This design comes from an exercise in tuning for small area on the open sky130 flow, not from production work. In this exercise RTL edits were held to simulation tests only and were not proved equivalent to the original. No activity file was given, so power comes from the tool's default toggle rates.

File: config.mk
export PLATFORM = sky130hd
export DESIGN_NAME = xula2
export DESIGN_NICKNAME = xula2
export VERILOG_FILES = /design/flow/design.v
export SDC_FILE = /design/flow/constraint.sdc
export NUM_CORES = 4
export LEC_CHECK = 0
export CAP_MARGIN = 20
export CORE_MARGIN = 2
export CORE_UTILIZATION = 40
export SLEW_MARGIN = 20
File: constraint.sdc
create_clock -name core_clock -period 10.0 [get_ports {clock}]
set_input_delay 2.0000 -clock core_clock [delete_from_list [all_inputs] [get_ports {clock}]]
set_output_delay 2.0000 -clock core_clock [all_outputs]
set_load 0.01 [all_outputs]
File: design.v
`timescale 1ns/10ps
module xula2 (
    clock,
    resetn,
    led,
    bcm14_txd,
    bcm15_rxd
);
input clock;
input resetn;
output [7:0] led;
reg [7:0] led;
input bcm14_txd;
output bcm15_rxd;
wire bcm15_rxd;
wire [8:0] lft2;
wire [8:0] lft3;
wire [8:0] lft0;
wire [8:0] lft1;
wire [8:0] lft6;
wire [8:0] lft7;
wire [8:0] lft4;
wire [8:0] lft5;
wire [8:0] lft8;
wire [8:0] lft9;
reg [31:0] myregister8;
reg [31:0] myregister9;
reg [31:0] myregister0;
reg [31:0] myregister1;
reg [31:0] myregister2;
reg [31:0] myregister3;
reg [31:0] myregister4;
reg [31:0] myregister5;
reg [31:0] myregister6;
reg [31:0] myregister7;
reg [27:0] memmap_mem_addr;
wire [8:0] rht14;
wire signed [9:0] res8;
wire signed [9:0] res9;
wire signed [9:0] res2;
wire signed [9:0] res3;
wire signed [9:0] res0;
wire signed [9:0] res1;
wire signed [9:0] res6;
wire signed [9:0] res7;
wire signed [9:0] res4;
wire signed [9:0] res5;
reg upd13;
reg upd12;
reg upd11;
reg upd10;
wire [8:0] z12;
wire [8:0] z13;
reg upd15;
reg upd14;
wire [2:0] flgs9;
wire [2:0] flgs8;
wire [2:0] flgs1;
wire [2:0] flgs0;
wire [2:0] flgs3;
wire [2:0] flgs2;
wire [2:0] flgs5;
wire [8:0] z14;
wire [2:0] flgs7;
wire [2:0] flgs6;
wire [2:0] flgs11;
wire [2:0] flgs10;
wire [2:0] flgs13;
wire [8:0] z15;
wire [2:0] flgs15;
wire [2:0] flgs14;
reg [31:0] myregister12;
reg [31:0] myregister13;
reg [31:0] myregister10;
reg [31:0] myregister11;
reg [31:0] myregister14;
reg [31:0] myregister15;
wire [8:0] z10;
wire signed [9:0] res10;
wire signed [9:0] res11;
wire signed [9:0] res12;
wire [8:0] z11;
wire signed [9:0] res14;
wire signed [9:0] res15;
reg glbl_tick_sec;
reg done12;
wire [8:0] z8;
wire [8:0] z9;
wire [8:0] rht9;
wire [8:0] rht6;
wire [8:0] rht7;
wire [8:0] z6;
wire [8:0] z7;
wire [8:0] z0;
wire [8:0] z1;
wire [8:0] z2;
wire [8:0] z3;
reg signed [9:0] lift12;
reg signed [9:0] lift13;
reg signed [9:0] lift10;
reg signed [9:0] lift11;
reg signed [9:0] lift14;
wire [2:0] flgs4;
wire [31:0] data_to_host6;
wire [31:0] data_to_host7;
wire [31:0] data_to_host4;
wire [31:0] data_to_host5;
wire [31:0] data_to_host2;
wire [31:0] data_to_host3;
wire [31:0] data_to_host0;
wire [31:0] data_to_host1;
reg done5;
reg done4;
reg done7;
reg done6;
reg [7:0] tone;
wire [8:0] rht8;
reg done3;
reg done2;
reg done9;
reg done8;
wire [8:0] z4;
wire [2:0] flgs12;
wire [8:0] z5;
wire [8:0] rht4;
wire [8:0] rht5;
wire [8:0] rht2;
wire [8:0] rht3;
wire [8:0] rht0;
wire [8:0] rht1;
reg memmap_done;
reg upd9;
reg upd8;
reg upd7;
reg upd6;
reg upd5;
wire [8:0] sam14;
reg upd3;
reg upd2;
reg upd1;
reg upd0;
wire [8:0] sam13;
reg [31:0] memmap_read_data;
wire reset;
wire [8:0] rht15;
wire [8:0] rht10;
wire [8:0] rht11;
wire [8:0] rht12;
wire [8:0] rht13;
reg [31:0] memmap_write_data;
reg done15;
reg done14;
reg done11;
reg done10;
reg done13;
reg memmap_write;
reg done0;
wire [8:0] sam3;
reg memmap_read;
reg signed [9:0] lift15;
wire signed [9:0] res13;
wire [8:0] sam9;
wire [8:0] sam8;
reg done1;
reg upd4;
wire [8:0] sam12;
reg [7:0] ledreg;
wire [8:0] sam11;
wire [8:0] sam2;
wire [8:0] sam10;
wire [8:0] sam15;
wire [8:0] lft10;
wire [8:0] lft11;
wire [8:0] lft12;
wire [8:0] lft13;
wire [8:0] lft14;
wire [8:0] lft15;
reg signed [9:0] lift0;
reg signed [9:0] lift1;
reg signed [9:0] lift2;
reg signed [9:0] lift3;
reg signed [9:0] lift4;
reg signed [9:0] lift5;
reg signed [9:0] lift6;
reg signed [9:0] lift7;
reg signed [9:0] lift8;
reg signed [9:0] lift9;
wire [8:0] sam1;
wire [8:0] sam0;
wire [8:0] sam7;
wire [8:0] sam6;
wire [8:0] sam5;
wire [8:0] sam4;
reg cmd_inst_fifobus_write;
reg cmd_inst_ready;
wire cmd_inst_fifobus_empty;
wire cmd_inst_fifobus_read_valid;
reg [3:0] cmd_inst_state;
wire [7:0] cmd_inst_fifobus_read_data;
reg [7:0] cmd_inst_bytemon;
reg [7:0] cmd_inst_fifobus_write_data;
wire cmd_inst_fifobus_full;
wire [31:0] cmd_inst_address;
wire [31:0] cmd_inst_data;
reg [3:0] cmd_inst_bb_per_addr;
reg cmd_inst_fifobus_read;
reg cmd_inst_error;
reg [5:0] cmd_inst_mmc_inst_tocnt;
reg [2:0] cmd_inst_mmc_inst_state;
wire [7:0] uart_inst_fbusrx_read_data;
wire uart_inst_fbusrx_read;
reg uart_inst_fbusrx_empty;
reg uart_inst_baudce16;
reg uart_inst_tx;
wire uart_inst_rx;
reg uart_inst_baudce;
reg uart_inst_fbustx_full;
wire uart_inst_fbusrx_read_valid;
wire [7:0] uart_inst_fbustx_write_data;
wire uart_inst_fbustx_write;
reg uart_inst_rx_inst_midbit;
reg [7:0] uart_inst_rx_inst_rxbyte;
reg uart_inst_rx_inst_rxinprog;
reg uart_inst_rx_inst_rxd;
reg [7:0] uart_inst_rx_inst_fbusrx_write_data;
reg [1:0] uart_inst_rx_inst_state;
reg [3:0] uart_inst_rx_inst_mcnt;
reg [3:0] uart_inst_rx_inst_bitcnt;
reg uart_inst_rx_inst_fbusrx_write;
reg [7:0] uart_inst_tx_inst_txbyte;
reg uart_inst_tx_inst_fbustx_empty;
reg uart_inst_tx_inst_fbustx_read;
reg [3:0] uart_inst_tx_inst_bitcnt;
reg [2:0] uart_inst_tx_inst_state;
wire [7:0] uart_inst_tx_inst_fbustx_read_data;
reg [10:0] uart_inst_baud_inst_cnt;
reg [3:0] uart_inst_baud_inst_cnt16;
reg [2:0] uart_inst_fifo_rx_inst_nvacant;
reg uart_inst_fifo_rx_inst_fbus_full;
reg [1:0] uart_inst_fifo_rx_inst_addr;
reg [2:0] uart_inst_fifo_rx_inst_ntenant;
wire uart_inst_fifo_rx_inst_fbus_clear;
wire [2:0] uart_inst_fifo_rx_inst_fbus_count;
reg [2:0] uart_inst_fifo_tx_inst_nvacant;
reg [1:0] uart_inst_fifo_tx_inst_addr;
reg [2:0] uart_inst_fifo_tx_inst_ntenant;
wire uart_inst_fifo_tx_inst_fbus_clear;
wire [2:0] uart_inst_fifo_tx_inst_fbus_count;
wire uart_inst_fifo_tx_inst_fbus_read_valid;
reg [13:0] tick_inst_mscnt;
reg [9:0] tick_inst_seccnt;
reg tick_inst_g2_increment;
reg [7:0] cmd_inst_packet [0:12-1];
reg [7:0] uart_inst_fifo_rx_inst_mem [0:4-1];
reg [7:0] uart_inst_fifo_tx_inst_mem [0:4-1];
reg uart_inst_synctx_inst_staps [0:3-1];
reg uart_inst_syncrx_inst_staps [0:3-1];
assign uart_inst_fifo_rx_inst_fbus_clear = 1'd0;
assign uart_inst_fifo_tx_inst_fbus_clear = 1'd0;
assign cmd_inst_address[32-1:24] = cmd_inst_packet[2];
assign cmd_inst_address[24-1:16] = cmd_inst_packet[3];
assign cmd_inst_address[16-1:8] = cmd_inst_packet[4];
assign cmd_inst_address[8-1:0] = cmd_inst_packet[5];
assign cmd_inst_data[32-1:24] = cmd_inst_packet[8];
assign cmd_inst_data[24-1:16] = cmd_inst_packet[9];
assign cmd_inst_data[16-1:8] = cmd_inst_packet[10];
assign cmd_inst_data[8-1:0] = cmd_inst_packet[11];
always @(posedge clock) begin: XULA2_JPEG0_RTL
    if ((upd0 == 1)) begin
        done0 <= 0;
        case (flgs0)
            'h7: begin
                lift0 <= ($signed(sam0) - ($signed($signed(lft0) >>> 1) + $signed($signed(rht0) >>> 1)));
            end
            'h5: begin
                lift0 <= ($signed(sam0) + ($signed($signed(lft0) >>> 1) + $signed($signed(rht0) >>> 1)));
            end
            'h6: begin
                lift0 <= ($signed(sam0) + $signed((($signed(lft0) + $signed(rht0)) + 2) >>> 2));
            end
            'h4: begin
                lift0 <= ($signed(sam0) - $signed((($signed(lft0) + $signed(rht0)) + 2) >>> 2));
            end
        endcase
    end
    else begin
        done0 <= 1;
    end
end
assign flgs15 = myregister15[30-1:27];
assign rht15 = myregister15[27-1:18];
assign sam15 = myregister15[18-1:9];
assign lft15 = myregister15[9-1:0];
assign res10 = lift10[9-1:0];
assign res11 = lift11[9-1:0];
assign res12 = lift12[9-1:0];
assign res13 = lift13[9-1:0];
assign res14 = lift14[9-1:0];
assign res15 = lift15[9-1:0];
assign z1 = res1;
assign res2 = lift2[9-1:0];
always @(cmd_inst_ready, cmd_inst_fifobus_empty) begin: XULA2_CMD_INST_BEH_FIFO_READ
    if ((cmd_inst_ready && (!cmd_inst_fifobus_empty))) begin
        cmd_inst_fifobus_read = 1'b1;
    end
    else begin
        cmd_inst_fifobus_read = 1'b0;
    end
end
always @(posedge clock, negedge reset) begin: XULA2_CMD_INST_MMC_INST_BEH_SM
    if (reset == 0) begin
        cmd_inst_mmc_inst_tocnt <= 0;
        cmd_inst_mmc_inst_state <= 3'b000;
    end
    else begin
        case (cmd_inst_mmc_inst_state)
            3'b000: begin
                if ((!memmap_done)) begin
                    cmd_inst_mmc_inst_state <= 3'b001;
                end
                else if (memmap_write) begin
                    cmd_inst_mmc_inst_state <= 3'b010;
                end
                else if (memmap_read) begin
                    cmd_inst_mmc_inst_state <= 3'b100;
                end
            end
            3'b001: begin
                if (memmap_done) begin
                    cmd_inst_mmc_inst_tocnt <= 0;
                    if (memmap_write) begin
                        cmd_inst_mmc_inst_state <= 3'b110;
                    end
                    else if (memmap_read) begin
                        cmd_inst_mmc_inst_state <= 3'b101;
                    end
                end
            end
            3'b010: begin
                cmd_inst_mmc_inst_state <= 3'b110;
                cmd_inst_mmc_inst_tocnt <= 0;
            end
            3'b100: begin
                cmd_inst_mmc_inst_state <= 3'b101;
            end
            3'b101: begin
                if (memmap_done) begin
                    cmd_inst_mmc_inst_state <= 3'b110;
                end
            end
            3'b110: begin
                if ((!(memmap_write || memmap_read))) begin
                    cmd_inst_mmc_inst_state <= 3'b000;
                end
            end
            default: begin
                if (1'b0 !== 1) begin
                    $display("*** AssertionError ***");
                end
            end
        endcase
    end
end
always @(posedge clock, negedge reset) begin: XULA2_CMD_INST_BEH_STATE_MACHINE
    integer ii;
    reg [8-1:0] bytecnt;
    integer val;
    integer idx;
    if (reset == 0) begin
        cmd_inst_fifobus_write <= 0;
        memmap_read <= 0;
        memmap_write <= 0;
        cmd_inst_bytemon <= 0;
        memmap_mem_addr <= 0;
        memmap_write_data <= 0;
        cmd_inst_packet[0] <= 0;
        cmd_inst_packet[1] <= 0;
        cmd_inst_packet[2] <= 0;
        cmd_inst_packet[3] <= 0;
        cmd_inst_packet[4] <= 0;
        cmd_inst_packet[5] <= 0;
        cmd_inst_packet[6] <= 0;
        cmd_inst_packet[7] <= 0;
        cmd_inst_packet[8] <= 0;
        cmd_inst_packet[9] <= 0;
        cmd_inst_packet[10] <= 0;
        cmd_inst_packet[11] <= 0;
        cmd_inst_state <= 4'b0000;
        cmd_inst_error <= 0;
        cmd_inst_ready <= 0;
        cmd_inst_fifobus_write_data <= 0;
        cmd_inst_bb_per_addr <= 0;
        bytecnt = 0;
    end
    else begin
        case (cmd_inst_state)
            4'b0000: begin
                cmd_inst_state <= 4'b0001;
                cmd_inst_ready <= 1'b1;
                bytecnt = 0;
            end
            4'b0001: begin
                if (cmd_inst_fifobus_read_valid) begin
                    for (ii=0; ii<2; ii=ii+1) begin
                        case (ii)
                            0: idx = 0;
                            default: idx = 7;
                        endcase
                        case (ii)
                            0: val = 222;
                            default: val = 202;
                        endcase
                        if (($signed({1'b0, bytecnt}) == idx)) begin
                            if (($signed({1'b0, cmd_inst_fifobus_read_data}) != val)) begin
                                cmd_inst_error <= 1'b1;
                                cmd_inst_state <= 4'b1001;
                            end
                        end
                    end
                    cmd_inst_packet[bytecnt] <= cmd_inst_fifobus_read_data;
                    bytecnt = (bytecnt + 1);
                end
                if ((bytecnt == 12)) begin
                    cmd_inst_ready <= 1'b0;
                    cmd_inst_state <= 4'b0010;
                end
            end
            4'b0010: begin
                cmd_inst_bb_per_addr <= cmd_inst_address[32-1:28];
                memmap_mem_addr <= cmd_inst_address[28-1:0];
                if (memmap_done !== 1) begin
                    $display("*** AssertionError ***");
                end
                bytecnt = 0;
                case (cmd_inst_packet[1])
                    'h1: begin
                        cmd_inst_state <= 4'b0101;
                    end
                    'h2: begin
                        memmap_write_data <= cmd_inst_data;
                        cmd_inst_state <= 4'b0011;
                    end
                    default: begin
                        cmd_inst_error <= 1'b1;
                        cmd_inst_state <= 4'b1001;
                    end
                endcase
            end
            4'b0011: begin
                if (memmap_done) begin
                    memmap_write <= 1'b1;
                    cmd_inst_state <= 4'b0100;
                end
            end
            4'b0100: begin
                memmap_write <= 1'b0;
                if (memmap_done) begin
                    cmd_inst_state <= 4'b0101;
                end
            end
            4'b0101: begin
                if (memmap_done) begin
                    memmap_read <= 1'b1;
                    cmd_inst_state <= 4'b0110;
                end
            end
            4'b0110: begin
                memmap_read <= 1'b0;
                if (memmap_done) begin
                    cmd_inst_packet[(8 + 0)] <= memmap_read_data[32-1:24];
                    cmd_inst_packet[(8 + 1)] <= memmap_read_data[24-1:16];
                    cmd_inst_packet[(8 + 2)] <= memmap_read_data[16-1:8];
                    cmd_inst_packet[(8 + 3)] <= memmap_read_data[8-1:0];
                    cmd_inst_state <= 4'b0111;
                end
            end
            4'b0111: begin
                cmd_inst_fifobus_write <= 1'b0;
                if ((bytecnt < 12)) begin
                    if ((!cmd_inst_fifobus_full)) begin
                        cmd_inst_fifobus_write <= 1'b1;
                        cmd_inst_fifobus_write_data <= cmd_inst_packet[bytecnt];
                        bytecnt = (bytecnt + 1);
                    end
                    cmd_inst_state <= 4'b1000;
                end
                else begin
                    cmd_inst_state <= 4'b1010;
                end
            end
            4'b1000: begin
                cmd_inst_fifobus_write <= 1'b0;
                cmd_inst_state <= 4'b0111;
            end
            4'b1001: begin
                if ((!cmd_inst_fifobus_read_valid)) begin
                    cmd_inst_state <= 4'b1010;
                    cmd_inst_ready <= 1'b0;
                end
            end
            4'b1010: begin
                cmd_inst_error <= 1'b0;
                cmd_inst_ready <= 1'b0;
                cmd_inst_state <= 4'b0000;
            end
            default: begin
                if (1'b0 !== 1) begin
                    $display("*** AssertionError ***");
                end
            end
        endcase
        cmd_inst_bytemon <= bytecnt;
    end
end
assign z14 = res14;
assign z12 = res12;
always @(posedge clock) begin: XULA2_JPEG4_RTL
    if ((upd4 == 1)) begin
        done4 <= 0;
        case (flgs4)
            'h7: begin
                lift4 <= ($signed(sam4) - ($signed($signed(lft4) >>> 1) + $signed($signed(rht4) >>> 1)));
            end
            'h5: begin
                lift4 <= ($signed(sam4) + ($signed($signed(lft4) >>> 1) + $signed($signed(rht4) >>> 1)));
            end
            'h6: begin
                lift4 <= ($signed(sam4) + $signed((($signed(lft4) + $signed(rht4)) + 2) >>> 2));
            end
            'h4: begin
                lift4 <= ($signed(sam4) - $signed((($signed(lft4) + $signed(rht4)) + 2) >>> 2));
            end
        endcase
    end
    else begin
        done4 <= 1;
    end
end
always @(posedge clock) begin: XULA2_BEH_MY_REGISTERS
    if (memmap_write) begin
        case (memmap_mem_addr)
            'h0: begin
                myregister0 <= memmap_write_data;
            end
            'h4: begin
                myregister1 <= memmap_write_data;
            end
            default: begin
                case (memmap_mem_addr)
                    'h8: begin
                        myregister2 <= memmap_write_data;
                    end
                    'hc: begin
                        myregister3 <= memmap_write_data;
                    end
                endcase
            end
        endcase
        case (memmap_mem_addr)
            'h10: begin
                myregister4 <= memmap_write_data;
            end
            'h14: begin
                myregister5 <= memmap_write_data;
            end
            default: begin
                case (memmap_mem_addr)
                    'h18: begin
                        myregister6 <= memmap_write_data;
                    end
                    'h1c: begin
                        myregister7 <= memmap_write_data;
                    end
                endcase
            end
        endcase
        case (memmap_mem_addr)
            'h20: begin
                myregister8 <= memmap_write_data;
            end
            'h24: begin
                myregister9 <= memmap_write_data;
            end
            default: begin
                case (memmap_mem_addr)
                    'h28: begin
                        myregister10 <= memmap_write_data;
                    end
                    'h2c: begin
                        myregister11 <= memmap_write_data;
                    end
                endcase
            end
        endcase
        case (memmap_mem_addr)
            'h30: begin
                myregister12 <= memmap_write_data;
            end
            'h34: begin
                myregister13 <= memmap_write_data;
            end
            default: begin
                case (memmap_mem_addr)
                    'h38: begin
                        myregister14 <= memmap_write_data;
                    end
                    'h3c: begin
                        myregister15 <= memmap_write_data;
                    end
                    'h40: begin
                    end
                    'h44: begin
                    end
                endcase
            end
        endcase
    end
end
always @(posedge clock, negedge reset) begin: XULA2_BEH_UPD
    if (reset == 0) begin
        upd0 <= 0;
        upd1 <= 0;
        upd2 <= 0;
        upd3 <= 0;
        upd4 <= 0;
        upd5 <= 0;
        upd6 <= 0;
        upd7 <= 0;
        upd8 <= 0;
        upd9 <= 0;
        upd10 <= 0;
        upd11 <= 0;
        upd12 <= 0;
        upd13 <= 0;
        upd14 <= 0;
        upd15 <= 0;
    end
    else if (memmap_write) begin
        if ((memmap_mem_addr == 'h40)) begin
            upd0 <= 1;
            upd1 <= 1;
            upd2 <= 1;
            upd3 <= 1;
            upd4 <= 1;
            upd5 <= 1;
            upd6 <= 1;
            upd7 <= 1;
            upd8 <= 1;
            upd9 <= 1;
            upd10 <= 1;
            upd11 <= 1;
            upd12 <= 1;
            upd13 <= 1;
            upd14 <= 1;
            upd15 <= 1;
        end
        if ((memmap_mem_addr == 'h44)) begin
            upd0 <= 0;
            upd1 <= 0;
            upd2 <= 0;
            upd3 <= 0;
            upd4 <= 0;
            upd5 <= 0;
            upd6 <= 0;
            upd7 <= 0;
            upd8 <= 0;
            upd9 <= 0;
            upd10 <= 0;
            upd11 <= 0;
            upd12 <= 0;
            upd13 <= 0;
            upd14 <= 0;
            upd15 <= 0;
        end
    end
end
assign data_to_host0 = ((z1 << 16) | z0);
assign data_to_host1 = ((z3 << 16) | z2);
assign data_to_host2 = ((z5 << 16) | z4);
assign data_to_host3 = ((z7 << 16) | z6);
assign data_to_host4 = ((z9 << 16) | z8);
assign data_to_host5 = ((z11 << 16) | z10);
assign data_to_host6 = ((z13 << 16) | z12);
assign data_to_host7 = ((z15 << 16) | z14);
always @(posedge clock, negedge reset) begin: XULA2_BEH_LED_CONTROL
    if (reset == 0) begin
        memmap_done <= 0;
        ledreg <= 0;
    end
    else begin
        memmap_done <= (!(memmap_write || memmap_read));
        if ((memmap_write && (memmap_mem_addr == 128))) begin
            ledreg <= memmap_write_data;
        end
    end
end
assign flgs3 = myregister3[30-1:27];
assign rht3 = myregister3[27-1:18];
assign sam3 = myregister3[18-1:9];
assign lft3 = myregister3[9-1:0];
assign flgs2 = myregister2[30-1:27];
assign rht2 = myregister2[27-1:18];
assign sam2 = myregister2[18-1:9];
assign lft2 = myregister2[9-1:0];
always @(posedge clock) begin: XULA2_JPEG9_RTL
    if ((upd9 == 1)) begin
        done9 <= 0;
        case (flgs9)
            'h7: begin
                lift9 <= ($signed(sam9) - ($signed($signed(lft9) >>> 1) + $signed($signed(rht9) >>> 1)));
            end
            'h5: begin
                lift9 <= ($signed(sam9) + ($signed($signed(lft9) >>> 1) + $signed($signed(rht9) >>> 1)));
            end
            'h6: begin
                lift9 <= ($signed(sam9) + $signed((($signed(lft9) + $signed(rht9)) + 2) >>> 2));
            end
            'h4: begin
                lift9 <= ($signed(sam9) - $signed((($signed(lft9) + $signed(rht9)) + 2) >>> 2));
            end
        endcase
    end
    else begin
        done9 <= 1;
    end
end
assign flgs14 = myregister14[30-1:27];
assign rht14 = myregister14[27-1:18];
assign sam14 = myregister14[18-1:9];
assign lft14 = myregister14[9-1:0];
assign flgs7 = myregister7[30-1:27];
assign rht7 = myregister7[27-1:18];
assign sam7 = myregister7[18-1:9];
assign lft7 = myregister7[9-1:0];
assign flgs6 = myregister6[30-1:27];
assign rht6 = myregister6[27-1:18];
assign sam6 = myregister6[18-1:9];
assign lft6 = myregister6[9-1:0];
assign flgs5 = myregister5[30-1:27];
assign rht5 = myregister5[27-1:18];
assign sam5 = myregister5[18-1:9];
assign lft5 = myregister5[9-1:0];
always @(posedge clock) begin: XULA2_JPEG3_RTL
    if ((upd3 == 1)) begin
        done3 <= 0;
        case (flgs3)
            'h7: begin
                lift3 <= ($signed(sam3) - ($signed($signed(lft3) >>> 1) + $signed($signed(rht3) >>> 1)));
            end
            'h5: begin
                lift3 <= ($signed(sam3) + ($signed($signed(lft3) >>> 1) + $signed($signed(rht3) >>> 1)));
            end
            'h6: begin
                lift3 <= ($signed(sam3) + $signed((($signed(lft3) + $signed(rht3)) + 2) >>> 2));
            end
            'h4: begin
                lift3 <= ($signed(sam3) - $signed((($signed(lft3) + $signed(rht3)) + 2) >>> 2));
            end
        endcase
    end
    else begin
        done3 <= 1;
    end
end
always @(posedge clock) begin: XULA2_JPEG2_RTL
    if ((upd2 == 1)) begin
        done2 <= 0;
        case (flgs2)
            'h7: begin
                lift2 <= ($signed(sam2) - ($signed($signed(lft2) >>> 1) + $signed($signed(rht2) >>> 1)));
            end
            'h5: begin
                lift2 <= ($signed(sam2) + ($signed($signed(lft2) >>> 1) + $signed($signed(rht2) >>> 1)));
            end
            'h6: begin
                lift2 <= ($signed(sam2) + $signed((($signed(lft2) + $signed(rht2)) + 2) >>> 2));
            end
            'h4: begin
                lift2 <= ($signed(sam2) - $signed((($signed(lft2) + $signed(rht2)) + 2) >>> 2));
            end
        endcase
    end
    else begin
        done2 <= 1;
    end
end
assign flgs9 = myregister9[30-1:27];
assign rht9 = myregister9[27-1:18];
assign sam9 = myregister9[18-1:9];
assign lft9 = myregister9[9-1:0];
assign flgs8 = myregister8[30-1:27];
assign rht8 = myregister8[27-1:18];
assign sam8 = myregister8[18-1:9];
assign lft8 = myregister8[9-1:0];
always @(posedge clock) begin: XULA2_JPEG7_RTL
    if ((upd7 == 1)) begin
        done7 <= 0;
        case (flgs7)
            'h7: begin
                lift7 <= ($signed(sam7) - ($signed($signed(lft7) >>> 1) + $signed($signed(rht7) >>> 1)));
            end
            'h5: begin
                lift7 <= ($signed(sam7) + ($signed($signed(lft7) >>> 1) + $signed($signed(rht7) >>> 1)));
            end
            'h6: begin
                lift7 <= ($signed(sam7) + $signed((($signed(lft7) + $signed(rht7)) + 2) >>> 2));
            end
            'h4: begin
                lift7 <= ($signed(sam7) - $signed((($signed(lft7) + $signed(rht7)) + 2) >>> 2));
            end
        endcase
    end
    else begin
        done7 <= 1;
    end
end
always @(posedge clock) begin: XULA2_JPEG6_RTL
    if ((upd6 == 1)) begin
        done6 <= 0;
        case (flgs6)
            'h7: begin
                lift6 <= ($signed(sam6) - ($signed($signed(lft6) >>> 1) + $signed($signed(rht6) >>> 1)));
            end
            'h5: begin
                lift6 <= ($signed(sam6) + ($signed($signed(lft6) >>> 1) + $signed($signed(rht6) >>> 1)));
            end
            'h6: begin
                lift6 <= ($signed(sam6) + $signed((($signed(lft6) + $signed(rht6)) + 2) >>> 2));
            end
            'h4: begin
                lift6 <= ($signed(sam6) - $signed((($signed(lft6) + $signed(rht6)) + 2) >>> 2));
            end
        endcase
    end
    else begin
        done6 <= 1;
    end
end
always @(posedge clock) begin: XULA2_JPEG5_RTL
    if ((upd5 == 1)) begin
        done5 <= 0;
        case (flgs5)
            'h7: begin
                lift5 <= ($signed(sam5) - ($signed($signed(lft5) >>> 1) + $signed($signed(rht5) >>> 1)));
            end
            'h5: begin
                lift5 <= ($signed(sam5) + ($signed($signed(lft5) >>> 1) + $signed($signed(rht5) >>> 1)));
            end
            'h6: begin
                lift5 <= ($signed(sam5) + $signed((($signed(lft5) + $signed(rht5)) + 2) >>> 2));
            end
            'h4: begin
                lift5 <= ($signed(sam5) - $signed((($signed(lft5) + $signed(rht5)) + 2) >>> 2));
            end
        endcase
    end
    else begin
        done5 <= 1;
    end
end
assign z9 = res9;
assign flgs0 = myregister0[30-1:27];
assign rht0 = myregister0[27-1:18];
assign sam0 = myregister0[18-1:9];
assign lft0 = myregister0[9-1:0];
always @(posedge clock, negedge reset) begin: XULA2_TICK_INST_G1_RTL_COUNT
    if (reset == 0) begin
        tick_inst_mscnt <= 0;
    end
    else begin
        if (1'b1) begin
            if (($signed({1'b0, tick_inst_mscnt}) == (12000 - 1))) begin
                tick_inst_mscnt <= 0;
            end
            else begin
                tick_inst_mscnt <= (tick_inst_mscnt + 1);
            end
        end
    end
end
always @(posedge clock) begin: XULA2_TICK_INST_G1_RTL_OVERFLOW
    if ((1'b1 && ($signed({1'b0, tick_inst_mscnt}) == (12000 - 2)))) begin
        tick_inst_g2_increment <= 1'b1;
    end
    else begin
        tick_inst_g2_increment <= 1'b0;
    end
end
always @(posedge clock, negedge reset) begin: XULA2_TICK_INST_G2_RTL_COUNT
    if (reset == 0) begin
        tick_inst_seccnt <= 0;
    end
    else begin
        if (tick_inst_g2_increment) begin
            if (($signed({1'b0, tick_inst_seccnt}) == (1000 - 1))) begin
                tick_inst_seccnt <= 0;
            end
            else begin
                tick_inst_seccnt <= (tick_inst_seccnt + 1);
            end
        end
    end
end
always @(posedge clock) begin: XULA2_TICK_INST_G2_RTL_OVERFLOW
    if ((tick_inst_g2_increment && ($signed({1'b0, tick_inst_seccnt}) == (1000 - 2)))) begin
        glbl_tick_sec <= 1'b1;
    end
    else begin
        glbl_tick_sec <= 1'b0;
    end
end
assign uart_inst_rx = uart_inst_syncrx_inst_staps[(3 - 1)];
always @(posedge clock) begin: XULA2_UART_INST_SYNCRX_INST_BEH_SYNC_STAGES
    integer ii;
    uart_inst_syncrx_inst_staps[0] <= bcm14_txd;
    for (ii=1; ii<3; ii=ii+1) begin
        uart_inst_syncrx_inst_staps[ii] <= uart_inst_syncrx_inst_staps[(ii - 1)];
    end
end
always @(posedge clock, negedge reset) begin: XULA2_UART_INST_BAUD_INST_RTLBAUD16
    if (reset == 0) begin
        uart_inst_baud_inst_cnt <= 0;
        uart_inst_baudce16 <= 0;
    end
    else begin
        if ((uart_inst_baud_inst_cnt >= 529)) begin
            uart_inst_baud_inst_cnt <= (uart_inst_baud_inst_cnt - 529);
            uart_inst_baudce16 <= 1'b1;
        end
        else begin
            uart_inst_baud_inst_cnt <= (uart_inst_baud_inst_cnt + 96);
            uart_inst_baudce16 <= 1'b0;
        end
    end
end
always @(posedge clock, negedge reset) begin: XULA2_UART_INST_BAUD_INST_RTLBAUD
    if (reset == 0) begin
        uart_inst_baud_inst_cnt16 <= 0;
        uart_inst_baudce <= 0;
    end
    else begin
        if (uart_inst_baudce16) begin
            uart_inst_baud_inst_cnt16 <= (uart_inst_baud_inst_cnt16 + 1);
            if ((uart_inst_baud_inst_cnt16 == 0)) begin
                uart_inst_baudce <= 1'b1;
            end
            else begin
                uart_inst_baudce <= 1'b0;
            end
        end
        else begin
            uart_inst_baudce <= 1'b0;
        end
    end
end
always @(posedge clock) begin: XULA2_UART_INST_RX_INST_RTLMID
    uart_inst_rx_inst_rxd <= uart_inst_rx;
    if (((uart_inst_rx_inst_rxd && (!uart_inst_rx)) && (uart_inst_rx_inst_state == 2'b00))) begin
        uart_inst_rx_inst_mcnt <= 0;
        uart_inst_rx_inst_rxinprog <= 1'b1;
    end
    else if ((uart_inst_rx_inst_rxinprog && (uart_inst_rx_inst_state == 2'b11))) begin
        uart_inst_rx_inst_rxinprog <= 1'b0;
    end
    else if (uart_inst_baudce16) begin
        uart_inst_rx_inst_mcnt <= (uart_inst_rx_inst_mcnt + 1);
    end
    if ((uart_inst_rx_inst_rxinprog && (uart_inst_rx_inst_mcnt == 7) && uart_inst_baudce16)) begin
        uart_inst_rx_inst_midbit <= 1'b1;
    end
    else begin
        uart_inst_rx_inst_midbit <= 1'b0;
    end
end
always @(posedge clock, negedge reset) begin: XULA2_UART_INST_RX_INST_RTLRX
    if (reset == 0) begin
        uart_inst_rx_inst_bitcnt <= 0;
        uart_inst_rx_inst_fbusrx_write_data <= 0;
        uart_inst_rx_inst_state <= 2'b00;
        uart_inst_rx_inst_rxbyte <= 0;
        uart_inst_rx_inst_fbusrx_write <= 0;
    end
    else begin
        uart_inst_rx_inst_fbusrx_write <= 1'b0;
        case (uart_inst_rx_inst_state)
            2'b00: begin
                if ((uart_inst_rx_inst_midbit && (!uart_inst_rx))) begin
                    uart_inst_rx_inst_state <= 2'b01;
                end
            end
            2'b01: begin
                if (uart_inst_rx_inst_midbit) begin
                    uart_inst_rx_inst_rxbyte[uart_inst_rx_inst_bitcnt] <= uart_inst_rx;
                    uart_inst_rx_inst_bitcnt <= (uart_inst_rx_inst_bitcnt + 1);
                end
                else if ((uart_inst_rx_inst_bitcnt == 8)) begin
                    uart_inst_rx_inst_state <= 2'b10;
                    uart_inst_rx_inst_bitcnt <= 0;
                end
            end
            2'b10: begin
                if (uart_inst_rx_inst_midbit) begin
                    uart_inst_rx_inst_state <= 2'b11;
                    uart_inst_rx_inst_fbusrx_write <= 1'b1;
                    uart_inst_rx_inst_fbusrx_write_data <= uart_inst_rx_inst_rxbyte;
                end
            end
            2'b11: begin
                uart_inst_rx_inst_state <= 2'b00;
                uart_inst_rx_inst_bitcnt <= 0;
            end
        endcase
    end
end
always @(posedge clock, negedge reset) begin: XULA2_UART_INST_TX_INST_RTLTX
    if (reset == 0) begin
        uart_inst_tx_inst_bitcnt <= 0;
        uart_inst_tx_inst_txbyte <= 0;
        uart_inst_tx_inst_state <= 3'b000;
        uart_inst_tx_inst_fbustx_read <= 0;
        uart_inst_tx <= 1;
    end
    else begin
        uart_inst_tx_inst_fbustx_read <= 1'b0;
        case (uart_inst_tx_inst_state)
            3'b000: begin
                if (((!uart_inst_tx_inst_fbustx_empty) && uart_inst_baudce)) begin
                    uart_inst_tx_inst_txbyte <= uart_inst_tx_inst_fbustx_read_data;
                    uart_inst_tx_inst_fbustx_read <= 1'b1;
                    uart_inst_tx_inst_state <= 3'b001;
                end
            end
            3'b001: begin
                if (uart_inst_baudce) begin
                    uart_inst_tx_inst_bitcnt <= 0;
                    uart_inst_tx <= 1'b0;
                    uart_inst_tx_inst_state <= 3'b010;
                end
            end
            3'b010: begin
                if (uart_inst_baudce) begin
                    uart_inst_tx_inst_bitcnt <= (uart_inst_tx_inst_bitcnt + 1);
                    uart_inst_tx <= uart_inst_tx_inst_txbyte[uart_inst_tx_inst_bitcnt];
                end
                else if ((uart_inst_tx_inst_bitcnt == 8)) begin
                    uart_inst_tx_inst_state <= 3'b011;
                    uart_inst_tx_inst_bitcnt <= 0;
                end
            end
            3'b011: begin
                if (uart_inst_baudce) begin
                    uart_inst_tx <= 1'b1;
                    uart_inst_tx_inst_state <= 3'b100;
                end
            end
            3'b100: begin
                if (uart_inst_baudce) begin
                    uart_inst_tx_inst_state <= 3'b000;
                end
            end
            default: begin
                if (1'b0 !== 1) begin
                    $display("*** AssertionError ***");
                end
            end
        endcase
    end
end
always @(posedge clock, negedge reset) begin: XULA2_UART_INST_FIFO_TX_INST_RTL_OCCUPANCY
    if (reset == 0) begin
        uart_inst_fifo_tx_inst_nvacant <= 4;
        uart_inst_fifo_tx_inst_ntenant <= 0;
    end
    else begin
        if (uart_inst_fifo_tx_inst_fbus_clear) begin
            uart_inst_fifo_tx_inst_nvacant <= 4;
            uart_inst_fifo_tx_inst_ntenant <= 0;
        end
        else if ((uart_inst_tx_inst_fbustx_read && (!uart_inst_fbustx_write))) begin
            uart_inst_fifo_tx_inst_nvacant <= (uart_inst_fifo_tx_inst_nvacant + 1);
            uart_inst_fifo_tx_inst_ntenant <= (uart_inst_fifo_tx_inst_ntenant - 1);
        end
        else if ((uart_inst_fbustx_write && (!uart_inst_tx_inst_fbustx_read))) begin
            uart_inst_fifo_tx_inst_nvacant <= (uart_inst_fifo_tx_inst_nvacant - 1);
            uart_inst_fifo_tx_inst_ntenant <= (uart_inst_fifo_tx_inst_ntenant + 1);
        end
    end
end
assign uart_inst_tx_inst_fbustx_read_data = uart_inst_fifo_tx_inst_mem[uart_inst_fifo_tx_inst_addr];
assign uart_inst_fifo_tx_inst_fbus_count = uart_inst_fifo_tx_inst_ntenant;
assign uart_inst_fifo_tx_inst_fbus_read_valid = (uart_inst_tx_inst_fbustx_read && (!uart_inst_tx_inst_fbustx_empty));
always @(posedge clock, negedge reset) begin: XULA2_UART_INST_FIFO_TX_INST_RTL_FIFO
    if (reset == 0) begin
        uart_inst_fbustx_full <= 0;
        uart_inst_tx_inst_fbustx_empty <= 1;
        uart_inst_fifo_tx_inst_addr <= 0;
    end
    else begin
        if (uart_inst_fifo_tx_inst_fbus_clear) begin
            uart_inst_fifo_tx_inst_addr <= 0;
            uart_inst_tx_inst_fbustx_empty <= 1'b1;
            uart_inst_fbustx_full <= 1'b0;
        end
        else if ((uart_inst_tx_inst_fbustx_read && (!uart_inst_fbustx_write))) begin
            uart_inst_fbustx_full <= 1'b0;
            if ((uart_inst_fifo_tx_inst_addr == 0)) begin
                uart_inst_tx_inst_fbustx_empty <= 1'b1;
            end
            else begin
                uart_inst_fifo_tx_inst_addr <= (uart_inst_fifo_tx_inst_addr - 1);
            end
        end
        else if ((uart_inst_fbustx_write && (!uart_inst_tx_inst_fbustx_read))) begin
            uart_inst_tx_inst_fbustx_empty <= 1'b0;
            if ((!uart_inst_tx_inst_fbustx_empty)) begin
                uart_inst_fifo_tx_inst_addr <= (uart_inst_fifo_tx_inst_addr + 1);
            end
            if (($signed({1'b0, uart_inst_fifo_tx_inst_addr}) == (4 - 2))) begin
                uart_inst_fbustx_full <= 1'b1;
            end
        end
    end
end
always @(posedge clock) begin: XULA2_UART_INST_FIFO_TX_INST_RTL_SRL_IN
    integer jj;
    if (uart_inst_fbustx_write) begin
        uart_inst_fifo_tx_inst_mem[0] <= uart_inst_fbustx_write_data;
        for (jj=1; jj<4; jj=jj+1) begin
            uart_inst_fifo_tx_inst_mem[jj] <= uart_inst_fifo_tx_inst_mem[(jj - 1)];
        end
    end
end
assign uart_inst_fbusrx_read = cmd_inst_fifobus_read;
assign cmd_inst_fifobus_empty = uart_inst_fbusrx_empty;
assign cmd_inst_fifobus_read_data = uart_inst_fbusrx_read_data;
assign cmd_inst_fifobus_read_valid = uart_inst_fbusrx_read_valid;
assign bcm15_rxd = uart_inst_synctx_inst_staps[(3 - 1)];
always @(posedge clock) begin: XULA2_UART_INST_SYNCTX_INST_BEH_SYNC_STAGES
    integer ii;
    uart_inst_synctx_inst_staps[0] <= uart_inst_tx;
    for (ii=1; ii<3; ii=ii+1) begin
        uart_inst_synctx_inst_staps[ii] <= uart_inst_synctx_inst_staps[(ii - 1)];
    end
end
always @(posedge clock, negedge reset) begin: XULA2_UART_INST_FIFO_RX_INST_RTL_OCCUPANCY
    if (reset == 0) begin
        uart_inst_fifo_rx_inst_nvacant <= 4;
        uart_inst_fifo_rx_inst_ntenant <= 0;
    end
    else begin
        if (uart_inst_fifo_rx_inst_fbus_clear) begin
            uart_inst_fifo_rx_inst_nvacant <= 4;
            uart_inst_fifo_rx_inst_ntenant <= 0;
        end
        else if ((uart_inst_fbusrx_read && (!uart_inst_rx_inst_fbusrx_write))) begin
            uart_inst_fifo_rx_inst_nvacant <= (uart_inst_fifo_rx_inst_nvacant + 1);
            uart_inst_fifo_rx_inst_ntenant <= (uart_inst_fifo_rx_inst_ntenant - 1);
        end
        else if ((uart_inst_rx_inst_fbusrx_write && (!uart_inst_fbusrx_read))) begin
            uart_inst_fifo_rx_inst_nvacant <= (uart_inst_fifo_rx_inst_nvacant - 1);
            uart_inst_fifo_rx_inst_ntenant <= (uart_inst_fifo_rx_inst_ntenant + 1);
        end
    end
end
assign uart_inst_fbusrx_read_data = uart_inst_fifo_rx_inst_mem[uart_inst_fifo_rx_inst_addr];
assign uart_inst_fifo_rx_inst_fbus_count = uart_inst_fifo_rx_inst_ntenant;
assign uart_inst_fbusrx_read_valid = (uart_inst_fbusrx_read && (!uart_inst_fbusrx_empty));
always @(posedge clock, negedge reset) begin: XULA2_UART_INST_FIFO_RX_INST_RTL_FIFO
    if (reset == 0) begin
        uart_inst_fifo_rx_inst_fbus_full <= 0;
        uart_inst_fbusrx_empty <= 1;
        uart_inst_fifo_rx_inst_addr <= 0;
    end
    else begin
        if (uart_inst_fifo_rx_inst_fbus_clear) begin
            uart_inst_fifo_rx_inst_addr <= 0;
            uart_inst_fbusrx_empty <= 1'b1;
            uart_inst_fifo_rx_inst_fbus_full <= 1'b0;
        end
        else if ((uart_inst_fbusrx_read && (!uart_inst_rx_inst_fbusrx_write))) begin
            uart_inst_fifo_rx_inst_fbus_full <= 1'b0;
            if ((uart_inst_fifo_rx_inst_addr == 0)) begin
                uart_inst_fbusrx_empty <= 1'b1;
            end
            else begin
                uart_inst_fifo_rx_inst_addr <= (uart_inst_fifo_rx_inst_addr - 1);
            end
        end
        else if ((uart_inst_rx_inst_fbusrx_write && (!uart_inst_fbusrx_read))) begin
            uart_inst_fbusrx_empty <= 1'b0;
            if ((!uart_inst_fbusrx_empty)) begin
                uart_inst_fifo_rx_inst_addr <= (uart_inst_fifo_rx_inst_addr + 1);
            end
            if (($signed({1'b0, uart_inst_fifo_rx_inst_addr}) == (4 - 2))) begin
                uart_inst_fifo_rx_inst_fbus_full <= 1'b1;
            end
        end
    end
end
always @(posedge clock) begin: XULA2_UART_INST_FIFO_RX_INST_RTL_SRL_IN
    integer jj;
    if (uart_inst_rx_inst_fbusrx_write) begin
        uart_inst_fifo_rx_inst_mem[0] <= uart_inst_rx_inst_fbusrx_write_data;
        for (jj=1; jj<4; jj=jj+1) begin
            uart_inst_fifo_rx_inst_mem[jj] <= uart_inst_fifo_rx_inst_mem[(jj - 1)];
        end
    end
end
assign uart_inst_fbustx_write = (cmd_inst_fifobus_write & (!uart_inst_fbustx_full));
assign uart_inst_fbustx_write_data = cmd_inst_fifobus_write_data;
assign cmd_inst_fifobus_full = uart_inst_fbustx_full;
assign res3 = lift3[9-1:0];
assign reset = resetn;
assign z15 = res15;
assign z13 = res13;
assign z10 = res10;
assign z11 = res11;
assign z3 = res3;
assign flgs1 = myregister1[30-1:27];
assign rht1 = myregister1[27-1:18];
assign sam1 = myregister1[18-1:9];
assign lft1 = myregister1[9-1:0];
always @(posedge clock, negedge reset) begin: XULA2_BEH_ASSIGN
    if (reset == 0) begin
        tone <= 0;
        led <= 0;
    end
    else begin
        if (glbl_tick_sec) begin
            tone <= ((~tone) & 1);
        end
        led <= (ledreg | tone[5-1:0]);
    end
end
assign z4 = res4;
assign flgs13 = myregister13[30-1:27];
assign rht13 = myregister13[27-1:18];
assign sam13 = myregister13[18-1:9];
assign lft13 = myregister13[9-1:0];
assign z6 = res6;
always @(posedge clock) begin: XULA2_JPEG8_RTL
    if ((upd8 == 1)) begin
        done8 <= 0;
        case (flgs8)
            'h7: begin
                lift8 <= ($signed(sam8) - ($signed($signed(lft8) >>> 1) + $signed($signed(rht8) >>> 1)));
            end
            'h5: begin
                lift8 <= ($signed(sam8) + ($signed($signed(lft8) >>> 1) + $signed($signed(rht8) >>> 1)));
            end
            'h6: begin
                lift8 <= ($signed(sam8) + $signed((($signed(lft8) + $signed(rht8)) + 2) >>> 2));
            end
            'h4: begin
                lift8 <= ($signed(sam8) - $signed((($signed(lft8) + $signed(rht8)) + 2) >>> 2));
            end
        endcase
    end
    else begin
        done8 <= 1;
    end
end
assign res6 = lift6[9-1:0];
assign res7 = lift7[9-1:0];
assign res4 = lift4[9-1:0];
always @(posedge clock) begin: XULA2_JPEG12_RTL
    if ((upd12 == 1)) begin
        done12 <= 0;
        case (flgs12)
            'h7: begin
                lift12 <= ($signed(sam12) - ($signed($signed(lft12) >>> 1) + $signed($signed(rht12) >>> 1)));
            end
            'h5: begin
                lift12 <= ($signed(sam12) + ($signed($signed(lft12) >>> 1) + $signed($signed(rht12) >>> 1)));
            end
            'h6: begin
                lift12 <= ($signed(sam12) + $signed((($signed(lft12) + $signed(rht12)) + 2) >>> 2));
            end
            'h4: begin
                lift12 <= ($signed(sam12) - $signed((($signed(lft12) + $signed(rht12)) + 2) >>> 2));
            end
        endcase
    end
    else begin
        done12 <= 1;
    end
end
assign res8 = lift8[9-1:0];
assign res9 = lift9[9-1:0];
assign z8 = res8;
always @(posedge clock) begin: XULA2_JPEG11_RTL
    if ((upd11 == 1)) begin
        done11 <= 0;
        case (flgs11)
            'h7: begin
                lift11 <= ($signed(sam11) - ($signed($signed(lft11) >>> 1) + $signed($signed(rht11) >>> 1)));
            end
            'h5: begin
                lift11 <= ($signed(sam11) + ($signed($signed(lft11) >>> 1) + $signed($signed(rht11) >>> 1)));
            end
            'h6: begin
                lift11 <= ($signed(sam11) + $signed((($signed(lft11) + $signed(rht11)) + 2) >>> 2));
            end
            'h4: begin
                lift11 <= ($signed(sam11) - $signed((($signed(lft11) + $signed(rht11)) + 2) >>> 2));
            end
        endcase
    end
    else begin
        done11 <= 1;
    end
end
assign z2 = res2;
assign res5 = lift5[9-1:0];
always @(posedge clock) begin: XULA2_JPEG10_RTL
    if ((upd10 == 1)) begin
        done10 <= 0;
        case (flgs10)
            'h7: begin
                lift10 <= ($signed(sam10) - ($signed($signed(lft10) >>> 1) + $signed($signed(rht10) >>> 1)));
            end
            'h5: begin
                lift10 <= ($signed(sam10) + ($signed($signed(lft10) >>> 1) + $signed($signed(rht10) >>> 1)));
            end
            'h6: begin
                lift10 <= ($signed(sam10) + $signed((($signed(lft10) + $signed(rht10)) + 2) >>> 2));
            end
            'h4: begin
                lift10 <= ($signed(sam10) - $signed((($signed(lft10) + $signed(rht10)) + 2) >>> 2));
            end
        endcase
    end
    else begin
        done10 <= 1;
    end
end
assign z5 = res5;
assign res1 = lift1[9-1:0];
assign flgs4 = myregister4[30-1:27];
assign rht4 = myregister4[27-1:18];
assign sam4 = myregister4[18-1:9];
assign lft4 = myregister4[9-1:0];
assign res0 = lift0[9-1:0];
assign z0 = res0;
always @(posedge clock, negedge reset) begin: XULA2_BEH_MY_RET_REG
    if (reset == 0) begin
        memmap_read_data <= 0;
    end
    else if (memmap_read) begin
        if ((memmap_mem_addr == 72)) begin
            memmap_read_data <= data_to_host0;
        end
        if ((memmap_mem_addr == 76)) begin
            memmap_read_data <= data_to_host1;
        end
        if ((memmap_mem_addr == 80)) begin
            memmap_read_data <= data_to_host2;
        end
        if ((memmap_mem_addr == 84)) begin
            memmap_read_data <= data_to_host3;
        end
        if ((memmap_mem_addr == 88)) begin
            memmap_read_data <= data_to_host4;
        end
        if ((memmap_mem_addr == 92)) begin
            memmap_read_data <= data_to_host5;
        end
        if ((memmap_mem_addr == 96)) begin
            memmap_read_data <= data_to_host6;
        end
        if ((memmap_mem_addr == 100)) begin
            memmap_read_data <= data_to_host7;
        end
    end
end
assign z7 = res7;
always @(posedge clock) begin: XULA2_JPEG13_RTL
    if ((upd13 == 1)) begin
        done13 <= 0;
        case (flgs13)
            'h7: begin
                lift13 <= ($signed(sam13) - ($signed($signed(lft13) >>> 1) + $signed($signed(rht13) >>> 1)));
            end
            'h5: begin
                lift13 <= ($signed(sam13) + ($signed($signed(lft13) >>> 1) + $signed($signed(rht13) >>> 1)));
            end
            'h6: begin
                lift13 <= ($signed(sam13) + $signed((($signed(lft13) + $signed(rht13)) + 2) >>> 2));
            end
            'h4: begin
                lift13 <= ($signed(sam13) - $signed((($signed(lft13) + $signed(rht13)) + 2) >>> 2));
            end
        endcase
    end
    else begin
        done13 <= 1;
    end
end
assign flgs12 = myregister12[30-1:27];
assign rht12 = myregister12[27-1:18];
assign sam12 = myregister12[18-1:9];
assign lft12 = myregister12[9-1:0];
assign flgs11 = myregister11[30-1:27];
assign rht11 = myregister11[27-1:18];
assign sam11 = myregister11[18-1:9];
assign lft11 = myregister11[9-1:0];
assign flgs10 = myregister10[30-1:27];
assign rht10 = myregister10[27-1:18];
assign sam10 = myregister10[18-1:9];
assign lft10 = myregister10[9-1:0];
always @(posedge clock) begin: XULA2_JPEG1_RTL
    if ((upd1 == 1)) begin
        done1 <= 0;
        case (flgs1)
            'h7: begin
                lift1 <= ($signed(sam1) - ($signed($signed(lft1) >>> 1) + $signed($signed(rht1) >>> 1)));
            end
            'h5: begin
                lift1 <= ($signed(sam1) + ($signed($signed(lft1) >>> 1) + $signed($signed(rht1) >>> 1)));
            end
            'h6: begin
                lift1 <= ($signed(sam1) + $signed((($signed(lft1) + $signed(rht1)) + 2) >>> 2));
            end
            'h4: begin
                lift1 <= ($signed(sam1) - $signed((($signed(lft1) + $signed(rht1)) + 2) >>> 2));
            end
        endcase
    end
    else begin
        done1 <= 1;
    end
end
always @(posedge clock) begin: XULA2_JPEG15_RTL
    if ((upd15 == 1)) begin
        done15 <= 0;
        case (flgs15)
            'h7: begin
                lift15 <= ($signed(sam15) - ($signed($signed(lft15) >>> 1) + $signed($signed(rht15) >>> 1)));
            end
            'h5: begin
                lift15 <= ($signed(sam15) + ($signed($signed(lft15) >>> 1) + $signed($signed(rht15) >>> 1)));
            end
            'h6: begin
                lift15 <= ($signed(sam15) + $signed((($signed(lft15) + $signed(rht15)) + 2) >>> 2));
            end
            'h4: begin
                lift15 <= ($signed(sam15) - $signed((($signed(lft15) + $signed(rht15)) + 2) >>> 2));
            end
        endcase
    end
    else begin
        done15 <= 1;
    end
end
always @(posedge clock) begin: XULA2_JPEG14_RTL
    if ((upd14 == 1)) begin
        done14 <= 0;
        case (flgs14)
            'h7: begin
                lift14 <= ($signed(sam14) - ($signed($signed(lft14) >>> 1) + $signed($signed(rht14) >>> 1)));
            end
            'h5: begin
                lift14 <= ($signed(sam14) + ($signed($signed(lft14) >>> 1) + $signed($signed(rht14) >>> 1)));
            end
            'h6: begin
                lift14 <= ($signed(sam14) + $signed((($signed(lft14) + $signed(rht14)) + 2) >>> 2));
            end
            'h4: begin
                lift14 <= ($signed(sam14) - $signed((($signed(lft14) + $signed(rht14)) + 2) >>> 2));
            end
        endcase
    end
    else begin
        done14 <= 1;
    end
end
endmodule
File: run.sh
#!/bin/bash
# synth_recipe.tcl (not shown) runs the flow's synth.tcl, then flattens the netlist and writes it again
# the make line also repeats each setting of config.mk as NAME=value (left out here)
make -C /OpenROAD-flow-scripts/flow DESIGN_CONFIG=/design/flow/config.mk WORK_HOME=/design/flow/orfs CLKGATE_MAP_FILE= SYNTH_SCRIPT=/design/flow/synth_recipe.tcl finish
==> summary.txt <==
outcome=complete, no violations; Worst Reg2Reg Path Length in Cells=20; post-synthesis register bit count=1006; Top Registers=cmd_inst_packet: 96 flops, uart_inst_fifo_rx_inst_mem: 32 flops, uart_inst_fifo_tx_inst_mem: 32 flops; Most flops, register=cmd_inst_packet; Die Wd=401 um; DRC Markers=0; cts repair resizes=0; all-layer global routing usage=20.9%; Fin Setup TNS=0 ps; vias in the first global route=44.2k; Combinational Power Share=0.3%; first drt pass iteration count=6; Hold WS=327 ps; FMAX=209 MHz; worst vdd ir=0.133 mV; final hold violation count=0; ys flop type=edfxtp_1; Setup Crit Path Kind=reg -> reg; clk slew on worst S/H paths=60 ps; Final setup violation count=0; top cells by count, synth=688 x edfxtp_1, 512 x nand2_1, 456 x ha_1; Starting Density=40.3%; CP Launch Type=flip-flop; core area=0.156 mm2; routed vias/inst=5.62; Tmin final=4790 ps; clock tree from TritonCTS=built; PwrDens=124 mW/mm2; Post-Syn Area=0.0631 mm2; internal power=6810 uW; hold path depth=0; ANT nets after route=0; maximum capacitance violations=0; Rows=145; H-Tree Depth=3; clk root buf=clkbuf_16; IO Pins=12; CTS Sinks=1006; Area Overhead vs Synth=10.0%; drt first-iter violations=4489; height of the die=401 um; Yosys warning count=6; WP data required=10440 ps; remaining global-route overflow=0; switching part of the total=21.0%; CTS Hold Bufs=0; hold crit path type=reg -> reg; CP endpoint kind=flip-flop; Synth area leader=edfxtp_1; Worst EP arrival=5230 ps; Routed WL=170000 um; top-area cell type share of the netlist area=32.8%; Max FO, Critical Path=5; Yosys cell types=100; syn_area_per_cell=10.5 um2; Leak=0.0276 uW; Worst-Margin Slew=1070 ps; WL/cell=20.8 um; Fillers=14.7k; final cycle utilization of the critical path=47.9%; PnR Total Power=8620 uW; register area share after synthesis=45.3%; fraction of registers with async set/reset=30.1%; layout cell share with drive strength beyond 1=7.11%; # Post-CTS Setup Buffers=0; max FFs per register=96; P_sw=1810 uW; count of pins over their slew limit=0; HPWL after detailed placement=118000 um; RSZ-0062 raised after global routing=no; nets@finish=6626; first-pass GRT wire length=262000 um; Syn Nets=6617; Final Skew=44.4 ps; Clock Tree Buf Depth=3; Mapped Cells=6014; clock share of power=48.5%; Worst-Skew Late Latency=750 ps; number of flops mapped to enable cells by yosys=688; via count=46.0k; TritonCTS Buffers=109; Worst slew margin=27.7%; DP Area=0.0656 mm2; Port Buffers=11; GP Congestion=0.907; part of the power in registers=51.2%; largest net degree at the start of global routing=106; antenna violations before repair=21; Final Cell Area=0.0694 mm2; leading cell types by total area after synthesis=edfxtp_1 33%, dfrtp_1 12%, ha_1 9.0%, fa_1 4.6%, xnor2_1 3.2%; count leader, synth=edfxtp_1; die area=0.161 mm2
==> metrics by stage <==
stage	utilization [%]	instances	setup slack [ps]
2_1_floorplan	-	6014	5270
3_3_place_gp	42.0	7970	5320
3_5_place_dp	42.0	7970	5250
4_1_cts	44.4	8178	5200
5_1_grt	44.4	8178	4880
6_report	44.4	8180	5210
==> cells by family after synthesis <==
| logic type | synth area share [%] |
|---|---|
| flip-flops | 45.3 |
| multiplexers | 3.26 |
| AND/OR/NAND/NOR | 13.2 |
| adder cells (fa/ha/maj) | 13.6 |
| XOR/XNOR | 5.78 |
| buffers and inverters | 3.70 |
| AO/OA/AOI/OAI | 15.2 |
==> final timing paths <==
kind / from / end / slack (ps)
min reg2reg: uart_inst_syncrx_inst_staps[0] / uart_inst_syncrx_inst_staps[1] / 330
max: myregister4[1] / lift4[8] / 5210
max in group asynchronous: resetn / memmap_write_data[0] / 7100
min: uart_inst_syncrx_inst_staps[0] / uart_inst_syncrx_inst_staps[1] / 330
min in group asynchronous: resetn / uart_inst_tx_inst_bitcnt[3] / 1280
max reg2reg: myregister4[1] / lift4[8] / 5210
==> critical path, cell delays in order, from the launching register on <==
cell and delay (ps):
edfxtp_1 350, inv_1 50, ha_1 320, inv_1 120
nand3_1 110, fa_1 470, o21bai_1 250, a21oi_1 130
xnor2_1 390, nand2b_1 190, o21ai_0 100, xnor2_1 170
a221oi_1 440, ha_1 340, a21boi_0 150, o21a_1 200
o21ai_0 140, nand2b_1 70, a21oi_1 190, xor2_1 190
xnor2_1 120
==> per-layer routing <==
metal / up-vias / global-route usage, % / routed length [um]
met5: - / 0 / 0
met4: 0 / 6.84 / 5050
met3: 234 / 2.49 / 9860
met2: 1308 / 33.5 / 77600
met1: 22500 / 29.4 / 77900
li1: 21900 / - / -
==> layout make-up <==
| class | instances | area, um2 | share of cell area, % |
|---|---|---|---|
| diodes | 2 | 5.00 | 0.00721 |
| multi-input cells | 4388 | 32200 | 46.5 |
| inverters | 437 | 1640 | 2.36 |
| clock buffers | 144 | 3010 | 4.34 |
| repair buffers | 81 | 641 | 0.923 |
| clock inverters | 64 | 711 | 1.02 |
| well taps | 2058 | 2570 | 3.71 |
| flip-flops and latches | 1006 | 28600 | 41.2 |
==> power by group through the flow <==
stage	clock network (uW)	registers [uW]	logic, uW
after floorplan	0	4500	1.88
after global placement	0	4500	29.2
after detailed placement	0	4500	29.7
after CTS	4290	4410	29.8
after global routing	4440	4410	33.3
final	4180	4410	27.6
==> placed cells by master (no fill, tap or decap), types with 113 or more instances in the layout <==
master,n
nor2_1,403
inv_1,436
a21oi_1,337
dfrtp_1,289
fa_1,144
nand3_1,171
xnor2_1,227
o21ai_0,395
nand2_1,512
edfxtp_1,688
ha_1,456
clkbuf_16,113
xor2_1,189

what the ideal ports hide:
In the flow no input, the clock included, has a driving cell. The finished layout below was timed again as built, in two steps. Step 1 sets driving cells, clkbuf_16 on the clock port and buf_2 on the other inputs (assumed; they add their load-dependent delay and slew). Step 2 moves the port delays by t, midway between the first and last clock arrival at a register: inputs arrive t later, outputs are due t later. That takes back most of the time a late clock gives input paths. Three values: ideal, step 1, step 2; two values: the first two.
t (ns): 0.802
setup WS [ns]: 5.206 / 5.206 / 5.206
worst register clock-pin slew, ns: 0.07 / 0.07
After both steps setup and hold are still met in this run. The setup slack of this run moves by 0.000 ns with the drivers and by 0.000 ns with both steps.
